What follows belongs to an exercise in optimizing a design on an open flow for small area, a short achievable clock period and few clock cycles per item; a production flow would make more cautious choices.
The RTL was checked by simulation tests, not by an equivalence proof against the original design.
Power is estimated from default activity; no workload was simulated.

== run 1 ==
==> flow/design.v (excerpt) <==
module Viterbi (clk, reset, in_valid, in_word, in_ready,
                out_valid, out_tag, out_last, error);
    input clk, reset;
    input in_valid;
    input [7:0] in_word;
    output in_ready;
    output reg out_valid;
    output reg [3:0] out_tag;
    output reg out_last;
    output reg error;
reg hv, sv;
reg [7:0] hw, sw;
reg rdy;                       
wire pop;
assign in_ready = rdy;
wire in_acc = in_valid & rdy;
wire sv_next = sv ? ~pop : (hv & ~pop & in_acc);
always @(posedge clk) begin
    if (!reset) begin
        hv <= 1'b0;
        sv <= 1'b0;
        rdy <= 1'b1;
    end else begin
        rdy <= ~sv_next;
        sv <= sv_next;
        if (sv) begin
            if (pop) hw <= sw;
        end else if (hv) begin
            if (pop) begin
                hv <= in_acc;
                if (in_acc) hw <= in_word;
            end else if (in_acc)
                sw <= in_word;
        end else if (in_acc) begin
            hw <= in_word; hv <= 1'b1;
        end
    end
end
reg [4:0] wcnt;                
reg [1:0] live;                
reg [3:0] b0;                  
localparam [3:0] A1 = 4'd5;   
reg [1:0] pos;                 
reg tok_started;
reg prev_k;
wire is_ff = (hw == 8'hff);
wire is_word = (hw < 8'd95);
wire mode_err = hv & ((is_word & (wcnt == 5'd16)) | (is_ff & (wcnt == 5'd0)) | (~is_ff & ~is_word));
wire mode_init = hv & is_word & (wcnt == 5'd0);
wire mode_norm = hv & is_word & (wcnt != 5'd0) & (wcnt != 5'd16);
wire mode_fin = hv & is_ff & (wcnt != 5'd0);
wire [15:0] slots;
Emission_rom erom (.word(hw[6:0]), .slots(slots));
wire v0 = slots[7], v1 = slots[15];
wire [3:0] a0 = slots[6:3];
wire [2:0] e0 = slots[2:0], e1 = slots[10:8];
wire [3:0] j0 = mode_init ? 4'd0 : b0;
wire nz00, nz01, nz10, nz11;
Transition_nz tz00 (.ji({j0, a0}), .nz(nz00));
Transition_nz tz01 (.ji({A1, a0}), .nz(nz01));
Transition_nz tz10 (.ji({j0, A1}), .nz(nz10));
Transition_nz tz11 (.ji({A1, A1}), .nz(nz11));
wire l0 = mode_init | live[0];
wire l1 = ~mode_init & live[1];
wire [3:0] mask = {(mode_init | mode_norm) & v1 & l1 & nz11,
                   (mode_init | mode_norm) & v1 & l0 & nz10,
                   (mode_init | mode_norm) & v0 & l1 & nz01,
                   (mode_init | mode_norm) & v0 & l0 & nz00};
  ...
export LEC_CHECK = 0
export CAP_MARGIN = 20
export CORE_MARGIN = 2
export CORE_UTILIZATION = 40
export PLACE_DENSITY = 0.6
export SLEW_MARGIN = 20
export SYNTH_MEMORY_MAX_BITS = 16384
create_clock -name core_clock -period 22.0 [get_ports {clk}]
standard.sh (not shown) runs the stock make flow with config.mk's settings and CLKGATE_MAP_FILE= SYNTH_SCRIPT=/design/flow/synth_recipe.tcl, a recipe that flattens the netlist after the stock synthesis.
==> flow/flow/run.sh <==
#!/bin/bash
# Own layout flow: the standard ORFS layout (standard.sh) at the design's
# own clock period and constraints, with two changes in how it is made:
#  - the port buffers that buffer_ports inserts on every input and output are
#    sky130_fd_sc_hd__buf_4 instead of the library's delay buffer, and
#  - the timing repair steps (after floorplan, CTS and global route) aim for a
#    setup slack larger than 0.
# If the finished layout comes within 3% of a max-slew or max-capacitance
# limit, it is made again with the next, smaller repair margin. Each attempt's
# make output is in flow_make_m<margin>.log, and its ORFS logs and reports are
# under orfs_m<margin>/ (the last attempt's stay in orfs/).
set -uo pipefail
MARGINS="16.3 16 15"
PORTBUF="BUFFER_PORTS_ARGS=-buffer_cell sky130_fd_sc_hd__buf_4"
fits() {
  local r=orfs/reports/sky130hd/Viterbi/base/6_finish.rpt
  [[ -f $r && -f out/final.def ]] || return 1
  awk '
    /finish max_slew_check_slack_limit/ {getline; getline; s=$1}
    /finish max_capacitance_check_slack_limit/ {getline; getline; c=$1}
    END { exit !(s != "" && c != "" && s+0 >= 0.03 && c+0 >= 0.03) }' "$r"
}
last=""
for m in $MARGINS; do
  if [[ -n $last ]]; then
    mv orfs "orfs_m$last"
    rm -f out/final.def
  fi
  last=$m
  if bash standard.sh "$PORTBUF" "SETUP_SLACK_MARGIN=$m" finish > "flow_make_m$m.log" 2>&1 && fits; then
    exit 0
  fi
done
[[ -f out/final.def ]]
Run 1 finished every stage and its layout cleared the timing, DRC and antenna checks.
Testbench counts of run 1, summed over its fixed seeds: cycles 4,834, words 3,918.
## Diff of input files: run 2 against run 1
==> flow/run.sh (new file) <==
#!/bin/bash
# synth_recipe.tcl (not shown) runs the flow's synth.tcl, then flattens the netlist and writes it again
# the make line also repeats each setting of config.mk as NAME=value (left out here)
make -C /OpenROAD-flow-scripts/flow DESIGN_CONFIG=/design/flow/config.mk WORK_HOME=/design/flow/orfs CLKGATE_MAP_FILE= SYNTH_SCRIPT=/design/flow/synth_recipe.tcl finish
removed: flow/flow/run.sh
removed: flow/standard.sh
### Flow results
Run 2: PASS, flow complete, no timing, DRC or antenna violations. The setup fix buffers added after clock tree synthesis reported for run 2 is smaller than that of run 1 by 110. Against run 1, run 2 comes in 4.9% lower on design area. Run 2 vs. run 1: final non-filler cell total went down by 2.7%.
### run 2 -> run 3
==> flow/flow/run.sh (new file) <==
#!/bin/bash
# Own layout flow: the standard ORFS layout (standard.sh) at the design's
# own clock period and constraints, with two changes in how it is made:
#  - the port buffers that buffer_ports inserts on every input and output are
#    sky130_fd_sc_hd__buf_4 instead of the library's delay buffer, and
#  - the timing repair steps (after floorplan, CTS and global route) aim for a
#    setup slack larger than 0.
# If the finished layout comes within 3% of a max-slew or max-capacitance
# limit, it is made again with the next, smaller repair margin. Each attempt's
# make output is in flow_make_m<margin>.log, and its ORFS logs and reports are
# under orfs_m<margin>/ (the last attempt's stay in orfs/).
set -uo pipefail
MARGINS="16 15"
PORTBUF="BUFFER_PORTS_ARGS=-buffer_cell sky130_fd_sc_hd__buf_4"
fits() {
  local r=orfs/reports/sky130hd/Viterbi/base/6_finish.rpt
  [[ -f $r && -f out/final.def ]] || return 1
  awk '
    /finish max_slew_check_slack_limit/ {getline; getline; s=$1}
    /finish max_capacitance_check_slack_limit/ {getline; getline; c=$1}
    END { exit !(s != "" && c != "" && s+0 >= 0.03 && c+0 >= 0.03) }' "$r"
}
last=""
for m in $MARGINS; do
  if [[ -n $last ]]; then
    mv orfs "orfs_m$last"
    rm -f out/final.def
  fi
  last=$m
  if bash standard.sh "$PORTBUF" "SETUP_SLACK_MARGIN=$m" finish > "flow_make_m$m.log" 2>&1 && fits; then
    exit 0
  fi
done
[[ -f out/final.def ]]
==> flow/standard.sh (new file) <==
#!/bin/bash
# synth_recipe.tcl (not shown) runs the flow's synth.tcl, then flattens the netlist and writes it again
# the make line also repeats each setting of config.mk as NAME=value (left out here)
make -C /OpenROAD-flow-scripts/flow DESIGN_CONFIG=/design/flow/config.mk WORK_HOME=/design/flow/orfs CLKGATE_MAP_FILE= SYNTH_SCRIPT=/design/flow/synth_recipe.tcl "${@:-finish}"
diff --git a/flow/config.mk b/flow/config.mk
--- a/flow/config.mk
+++ b/flow/config.mk
@@ -10,2 +10,2 @@
-export CORE_UTILIZATION = 40
-export PLACE_DENSITY = 0.6
+export CORE_UTILIZATION = 50
+export PLACE_DENSITY = 0.7
removed: flow/run.sh
- Run 3 completed; timing, DRC and antenna clean
- Delta (run 3 minus run 2): final cell count without fillers lost 110, measured slew at the worst slew-check pin lost 29 ps, footprint of the multi-input gates picked up an extra 3.1%, core utilization of the finished layout picked up an extra 14 points.
- Run 3 vs run 2 — routed wire length dropped by a few percent
- The worst path setup slack after routing of run 3 exceeds that of run 2 by 920 ps.
- The higher met1 layer usage reported by global route of run 3 and run 2 is in run 3.
- When the final numbers for run 3 and run 2 were put side by side, the logic gate share of total power turned out to be smaller in run 2.
- Area: run 3 vs run 2 -> run 3 larger
- Compared to run 2, run 3 has part of the power in the clock network 2.5 points lower.
Relative to run 3, the following input files were edited for run 4:
==> flow/flow/run.sh <==
#!/bin/bash
# Own layout flow: the standard ORFS layout (standard.sh), with the timing
# repair steps (after floorplan, CTS and global route) aiming for a larger setup
# slack than 0 at the design's own clock period and constraints. If the
# finished layout comes within 3% of a max-slew or max-capacitance limit, the
# layout is made again with the next, smaller margin. Each attempt's make output
# is in flow_make_m<margin>.log and its ORFS logs and reports under
# orfs_m<margin>/ (the last attempt's stay in orfs/).
set -uo pipefail
MARGINS="16 15"
fits() {
  local r=orfs/reports/sky130hd/Viterbi/base/6_finish.rpt
  [[ -f $r && -f out/final.def ]] || return 1
  awk '
    /finish max_slew_check_slack_limit/ {getline; getline; s=$1}
    /finish max_capacitance_check_slack_limit/ {getline; getline; c=$1}
    END { exit !(s != "" && c != "" && s+0 >= 0.03 && c+0 >= 0.03) }' "$r"
}
last=""
for m in $MARGINS; do
  if [[ -n $last ]]; then
    mv orfs "orfs_m$last"
    rm -f out/final.def
  fi
  last=$m
  if bash standard.sh "SETUP_SLACK_MARGIN=$m" finish > "flow_make_m$m.log" 2>&1 && fits; then
    exit 0
  fi
done
[[ -f out/final.def ]]
diff --git a/flow/config.mk b/flow/config.mk
--- a/flow/config.mk
+++ b/flow/config.mk
@@ -10,2 +10,2 @@
-export CORE_UTILIZATION = 50
-export PLACE_DENSITY = 0.7
+export CORE_UTILIZATION = 40
+export PLACE_DENSITY = 0.6
==> comparison <==
Comparing run 4 and run 3, the higher final standard cell count with taps included and fillers excluded is on run 4. Per the comparison of run 4 with run 3, register fraction of the total cell area now smaller; number of buffers and inverters on the critical path went up by 1; setup slack after layout has increased. Run 3 ended up with xnor2_1 as its cell with the largest stage delay on the worst path; run 4 ended up with fa_1. Between run 3 and run 4, clock share of power increased. Run 4: number of antenna violations at the first check in global routing is 6 lower than what run 3 reported. Run 4 and run 3 ended up with roughly the same register clock-pin slew on the reported worst setup and hold paths. Comparing the two runs side by side, run 4 comes out behind run 3 on wire length of the first global-routing pass. Fmax: run 4 above run 3.

==> re-timing with driven ports <==
No port has a modelled driver above. Below, the same layouts with a new extraction and two added sets of constraints.
Step 1 assumes that a clkbuf_16 drives the clock port and a buf_2 every other input.
Step 2 times the ports against the registers' clock, not the clock port: input delays grow and output delays shrink by t, the midpoint of the rising clock arrivals with the driver on.
Three values: ideal ports, drivers, drivers and shift; two values: the first two.
run	shift t [ns]	setup WS [ns]	worst hold slack (ns)	worst setup path at the end	worst data-port slew with drivers (ns)
run 1	0.717	15.728 / 15.728 / 15.728	0.416 / 0.416 / 0.416	register to register	0.05
run 2	0.711	14.534 / 14.534 / 14.534	0.414 / 0.414 / 0.414	register to register	0.05
run 3	0.690	15.455 / 15.455 / 15.455	0.418 / 0.418 / 0.418	register to register	0.04
run 4	0.716	15.910 / 15.910 / 15.474	0.398 / 0.398 / 0.398	input to register	0.04
After both steps setup and hold are still met in every run listed. The setup slack of run 4, which loses most, moves by 0.000 ns with the drivers and by -0.436 ns with both steps.
